Source: an optimization exercise on an open RTL-to-GDS flow (aim: small area). Production flows keep margins and buffers that such runs may drop. In this exercise RTL edits were held to simulation tests only and were not proved equivalent to the original.

== run A ==
## rx_chain
module rx_chain(
    input wire clk, reset,
    input wire signed [17:0] sig_in,  
    input wire [3:0] delay_chain1, delay_chain2, delay_chain3,
    output wire signed [17:0] decision_variable,  
    output wire signed [17:0] test_point3a, test_point3b
);
Size: roughly 2,300 flip-flops, roughly 86 I/O pins, roughly 77,000 sq um of cells after synthesis.
==> flow/config.mk <==
export PLATFORM = sky130hd
export DESIGN_NAME = rx_chain
export DESIGN_NICKNAME = rx_chain
export VERILOG_FILES = /design/flow/design.v
export SDC_FILE = /design/flow/constraint.sdc
export NUM_CORES = 4
export LEC_CHECK = 0
export CAP_MARGIN = 20
export CORE_MARGIN = 2
export CORE_UTILIZATION = 70
export CTS_BUF_LIST = sky130_fd_sc_hd__clkbuf_8
export CTS_CLUSTER_DIAMETER = 60
export CTS_CLUSTER_SIZE = 20
export SLEW_MARGIN = 20
export SYNTH_HIERARCHICAL = 1
export SYNTH_MINIMUM_KEEP_SIZE = 0
==> flow/constraint.sdc <==
create_clock -name core_clock -period 17.0 [get_ports {clk}]
set_input_delay 3.4000 -clock core_clock [delete_from_list [all_inputs] [get_ports {clk}]]
set_output_delay 3.4000 -clock core_clock [all_outputs]
set_load 0.01 [all_outputs]
run.sh (not shown) runs the stock make flow with config.mk's settings and CLKGATE_MAP_FILE= SYNTH_SCRIPT=/design/flow/synth_recipe.tcl, a recipe that flattens the netlist after the stock synthesis.
Input-level comparison between run B and run A:
- changing CORE_UTILIZATION from 70 to 45
Results
Run B | status: complete | timing, DRC, antenna: pass. When run B is measured against run A, its met2 usage turns out 18 points lower. Between run A and run B, the final hold violation count figures differ only marginally. Post-synthesis to final-layout area growth: run B > run A. Aggregate global-route resource usage, run B and run A: larger value in run A. Compared with run A, in run B via count -556; post-placement worst setup slack held.
The inputs of run C differ from those of run B as listed below.
- CORE_UTILIZATION changed from 45 to 60
==> flow/flow/run.sh (new file) <==
#!/bin/bash
# The standard layout (the standard.sh, its synthesis unchanged) with two
# changes to how it is built: the port buffers use the smallest buffer cell, and
# the clock tree is built without dummy loads (clkbuf_8 buffers, clusters of at
# most 20 sinks within 60 um). make's output goes to standard.log; ORFS keeps
# each step's own log under orfs/logs.
set -euo pipefail
bash standard.sh finish \
  "BUFFER_PORTS_ARGS=-buffer_cell sky130_fd_sc_hd__buf_1" \
  "CTS_ARGS=-sink_clustering_enable -repair_clock_nets -dont_use_dummy_load -buf_list sky130_fd_sc_hd__clkbuf_8 -sink_clustering_size 20 -sink_clustering_max_diameter 60" \
  > standard.log 2>&1
==> flow/standard.sh (new file) <==
#!/bin/bash
# synth_recipe.tcl (not shown) runs the flow's synth.tcl, then flattens the netlist and writes it again
# the make line also repeats each setting of config.mk as NAME=value (left out here)
make -C /OpenROAD-flow-scripts/flow DESIGN_CONFIG=/design/flow/config.mk WORK_HOME=/design/flow/orfs CLKGATE_MAP_FILE= SYNTH_SCRIPT=/design/flow/synth_recipe.tcl "${@:-finish}"
removed: flow/run.sh
Results
Comparing run C and run B, the lower total global-route track usage was measured on run B.
Final hold slack came out lower on run C than on run B.
Run C and run B ended up with nearly the same sequential-to-total area share from yosys stat.
Comparing run C and run B, the lower routed via count divided by cell count was measured on run B.
Compared with run B, run C shows sequential share of layout area higher by 1.2 points.
Input-level comparison between run D and run C:
- CORE_UTILIZATION now 70, was 60
Results
Against run C, the final cell area of run D is lower. From run C to run D the numbers moved as follows: worst hold slack has decreased, wire length has increased.
Here is what was changed in the inputs of run E compared with run D.
- changing CORE_UTILIZATION from 70 to 45
==> flow/flow/run.sh <==
#!/bin/bash
# The standard layout (the standard.sh, its synthesis unchanged) with two
# changes to how it is built: the port buffers use the smallest buffer cell, and
# the clock tree is built without dummy loads (clkbuf_16 buffers, clusters of at
# most 30 sinks within 50 um). make's output goes to standard.log; ORFS keeps
# each step's own log under orfs/logs.
set -euo pipefail
bash standard.sh finish \
  "BUFFER_PORTS_ARGS=-buffer_cell sky130_fd_sc_hd__buf_1" \
  "CTS_ARGS=-sink_clustering_enable -repair_clock_nets -dont_use_dummy_load -buf_list sky130_fd_sc_hd__clkbuf_16 -sink_clustering_size 30 -sink_clustering_max_diameter 50" \
  > standard.log 2>&1
[summary]
Run E completed end to end with timing, DRC and antenna clean.
From run D to run E the numbers moved as follows: ratio of cells with drive above 1 in the final layout went up by 0.35 points; global-route wire length before repair climbed about 3.6%; count of clock-net buffers in the final layout rose by 3.

Setup of build 54:
rx_chain, a different RTL version from the one above (not shown whole).
For scale: about 6100 cells after synthesis, ~86 I/O pins, roughly 85000 um2 of cells after synthesis.
Design rx_chain, start of the top module:
module rx_chain(
    input wire clk, reset,
    input wire signed [17:0] sig_in,  
    input wire [3:0] delay_chain1, delay_chain2, delay_chain3,
    output wire signed [17:0] decision_variable,  
    output wire signed [17:0] test_point3a, test_point3b
);
make LEC_CHECK=0 ABC_AREA=1 CAP_MARGIN=20 CORE_MARGIN=2 CORE_UTILIZATION=45 CTS_BUF_LIST=sky130_fd_sc_hd__clkbuf_8 CTS_CLUSTER_DIAMETER=60 CTS_CLUSTER_SIZE=20 SLEW_MARGIN=20 SYNTH_HIERARCHICAL=1 SYNTH_MINIMUM_KEEP_SIZE=0 finish   # period 17.0 ns
Stock flow here: none of the scripts above is used.
Build 54 finished all stages; the layout is clean.
--- input diff build 54..build 90 ---
- changing CTS_BUF_LIST from sky130_fd_sc_hd__clkbuf_8 to sky130_fd_sc_hd__clkbuf_4
- removing CTS_CLUSTER_DIAMETER (formerly 60)
- changing CTS_CLUSTER_SIZE from 20 to 30
## What came out
- Between build 90 and build 54, it is build 90 whose per-cell via count in the routed design is lower, by about 1.9%.
- The final reports for build 90 and build 54 show fraction of area in clock buffers and inverters higher in the former.
- | detailed-routing wirelength on met1 | lower: build 54 |
- Build 90 vs build 54 on post-route non-filler standard cell count: build 90 is the higher one.
- Compared with build 54, build 90 degrades number of vias in the routed layout.
- Cell area for build 90 is higher than for build 54.
- In the tables for build 54 and build 90, global-route track usage on met2 reads lower with build 54.
[inputs] build 57 vs build 90
- CTS_CLUSTER_DIAMETER now 80, previously not set
- CTS_CLUSTER_SIZE now 28, was 30
- CTS_BUF_LIST now sky130_fd_sc_hd__clkbuf_16, was sky130_fd_sc_hd__clkbuf_4
Notes after the runs:
Build 57 did not stop at any stage, and its layout met the timing, design-rule and antenna checks.
Build 57 reports a lower overall routing resource usage than build 90 does.
Side by side, violation count after the first detailed-route iteration turned out higher in build 57 than in build 90.
On build 57: critical path arrival is 0.06 ns lower than what build 90 gave.
The core of build 57 is less densely filled than that of build 90.
Lower total routed wirelength was reported by build 57, not build 90.
Via count of the first global-routing pass (lower): build 57
Any difference in number of multi-input logic gates between build 57 and build 90 is small enough to ignore.
Compared with build 90, build 57 ends up with less cell area.
Edits applied to the flow inputs when going from build 57 to build 66:
- a deleted CTS_CLUSTER_DIAMETER that had been 80
- a deleted CTS_CLUSTER_SIZE that had been 28
- a deleted CTS_BUF_LIST that had been sky130_fd_sc_hd__clkbuf_16
Findings:
- Build 66 was carried through to the last stage, and its layout satisfied the timing, design-rule and antenna checks.
- First-pass GRT wire length grows by a few percent when moving from build 57 to build 66.
- Build 57 has lower via count of the routed design than build 66.
- Compared with build 57, in build 66 wire length per cell now sits lower; worst slack at placement neither gained nor lost much; depth of the most critical reg-to-reg path barely changed.

rx_chain with an RTL version that a note above also has.
Size in the first run: ~4600 cells after synthesis, roughly 2300 flip-flops, ~86 I/O pins, roughly 77000 um2 of cells after synthesis.
clock: 17.0 ns
lec_check: 0
cap_margin: 20
core_margin: 2
core_utilization: 60
cts_buf_list: sky130_fd_sc_hd__clkbuf_8
cts_cluster_diameter: 60
cts_cluster_size: 20
slew_margin: 20
synth_hierarchical: 1
synth_minimum_keep_size: 0
standard.sh (not shown) runs the stock make flow with config.mk's settings and CLKGATE_MAP_FILE= SYNTH_SCRIPT=/design/flow/synth_recipe.tcl, a recipe that flattens the netlist after the stock synthesis.
==> flow/flow/run.sh <==
#!/bin/bash
# The standard layout (the standard.sh, its synthesis unchanged) with two
# changes to how it is built: the port buffers use the smallest buffer cell, and
# the clock tree is built without dummy loads (clkbuf_4 and clkbuf_8 buffers, clusters of at
# most 20 sinks within 60 um). make's output goes to standard.log; ORFS keeps
# each step's own log under orfs/logs.
set -euo pipefail
bash standard.sh finish \
  "BUFFER_PORTS_ARGS=-buffer_cell sky130_fd_sc_hd__buf_1" \
  "CTS_ARGS=-sink_clustering_enable -repair_clock_nets -dont_use_dummy_load -buf_list {sky130_fd_sc_hd__clkbuf_4 sky130_fd_sc_hd__clkbuf_8} -sink_clustering_size 20 -sink_clustering_max_diameter 60" \
  > standard.log 2>&1
Rerun with:
==> flow/run.sh (new file) <==
#!/bin/bash
# synth_recipe.tcl (not shown) runs the flow's synth.tcl, then flattens the netlist and writes it again
# the make line also repeats each setting of config.mk as NAME=value (left out here)
make -C /OpenROAD-flow-scripts/flow DESIGN_CONFIG=/design/flow/config.mk WORK_HOME=/design/flow/orfs CLKGATE_MAP_FILE= SYNTH_SCRIPT=/design/flow/synth_recipe.tcl finish
removed: flow/flow/run.sh
removed: flow/standard.sh
Outcome: The new run produced a clean layout. Non-clock buffer count went up by 2. Hold slack improved by 37 ps. Register-to-register slack got worse by 110 ps. Clock skew went down by 66 ps. Area after synthesis stays the same. Fmax went down by 0.96%. Cell area went up by 1.4%. Final cell count went up by 0.87%. Synthesized cell count does not change.

Starting RTL as in the previous note.
make LEC_CHECK=0 CAP_MARGIN=20 CORE_MARGIN=2 CORE_UTILIZATION=45 CTS_BUF_LIST=sky130_fd_sc_hd__clkbuf_8 CTS_CLUSTER_DIAMETER=50 CTS_CLUSTER_SIZE=22 SLEW_MARGIN=20 SYNTH_HIERARCHICAL=1 SYNTH_MINIMUM_KEEP_SIZE=0 finish   # period 17.0 ns
run.sh (not shown) runs the stock make flow with config.mk's settings and CLKGATE_MAP_FILE= SYNTH_SCRIPT=/design/flow/synth_recipe.tcl, a recipe that flattens the netlist after the stock synthesis.
Stock flow here: none of the scripts above is used.
Edit:
==> flow/flow/run.sh (new file) <==
#!/bin/bash
# The standard layout (the standard.sh, its synthesis unchanged) with two
# changes to how it is built: the port buffers use the smallest buffer cell, and
# the clock tree is built without dummy loads (clkbuf_8 buffers, clusters of at
# most 20 sinks within 60 um). make's output goes to standard.log; ORFS keeps
# each step's own log under orfs/logs.
set -euo pipefail
bash standard.sh finish \
  "BUFFER_PORTS_ARGS=-buffer_cell sky130_fd_sc_hd__buf_1" \
  "CTS_ARGS=-sink_clustering_enable -repair_clock_nets -dont_use_dummy_load -buf_list sky130_fd_sc_hd__clkbuf_8 -sink_clustering_size 20 -sink_clustering_max_diameter 60" \
  > standard.log 2>&1
==> flow/standard.sh (new file) <==
#!/bin/bash
# synth_recipe.tcl (not shown) runs the flow's synth.tcl, then flattens the netlist and writes it again
# the make line also repeats each setting of config.mk as NAME=value (left out here)
make -C /OpenROAD-flow-scripts/flow DESIGN_CONFIG=/design/flow/config.mk WORK_HOME=/design/flow/orfs CLKGATE_MAP_FILE= SYNTH_SCRIPT=/design/flow/synth_recipe.tcl "${@:-finish}"
CTS_CLUSTER_DIAMETER = 60   (was 50)
CTS_CLUSTER_SIZE = 20   (was 22)
removed: flow/run.sh
What happened: The changed run ran to the end with no violations. Setup slack improved by 0.015 ns. Synthesized cell count is unchanged.

-- static timing again, ports no longer ideal --
The results above use ideal ports. As a check the final layouts listed here were re-extracted and re-timed, cells and wires unchanged.
Step 1, drivers: a clkbuf_16 drives clk and a buf_2 each remaining input, both assumed.
Step 2 times the ports against the registers' clock, not the clock port: input delays grow and output delays shrink by t, the midpoint of the rising clock arrivals with the driver on.
Three values: ideal ports, drivers, drivers and shift; two values: the first two.
run	shift t [ns]	slack for setup (ns)	worst setup path after step 2	worst register clock-pin slew, ns	cell pins on the clock port's net
run A	0.926	5.726 / 5.726 / 5.726	register to register	0.12 / 0.12	1
run B	0.969	5.762 / 5.762 / 5.762	register to register	0.12 / 0.12	1
run C	0.893	5.699 / 5.699 / 5.699	register to register	0.12 / 0.12	1
run D	0.892	5.749 / 5.749 / 5.749	register to register	0.12 / 0.12	1
run E	0.830	5.726 / 5.726 / 5.726	register to register	0.11 / 0.11	1
build 54	1.050	6.363 / 6.287 / 6.287	input to output	0.12 / 0.12	1
build 90	1.409	6.343 / 6.261 / 6.261	input to output	0.08 / 0.08	1
build 57	0.867	6.397 / 6.317 / 6.317	input to output	0.11 / 0.11	1
build 66	0.937	6.370 / 6.303 / 6.303	input to output	0.07 / 0.07	1
the first run of note 3	0.893	5.699 / 5.699 / 5.699	register to register	0.12 / 0.12	1
the second run of note 3	0.938	5.589 / 5.589 / 5.589	register to register	0.12 / 0.12	1
the first run of note 4	0.966	5.761 / 5.761 / 5.761	register to register	0.12 / 0.12	1
the second run of note 4	0.946	5.776 / 5.776 / 5.776	register to register	0.12 / 0.12	1
After both steps every run listed still meets setup and hold. The setup slack of build 90, which loses most, moves by -0.082 ns with the drivers and by -0.082 ns with both steps.
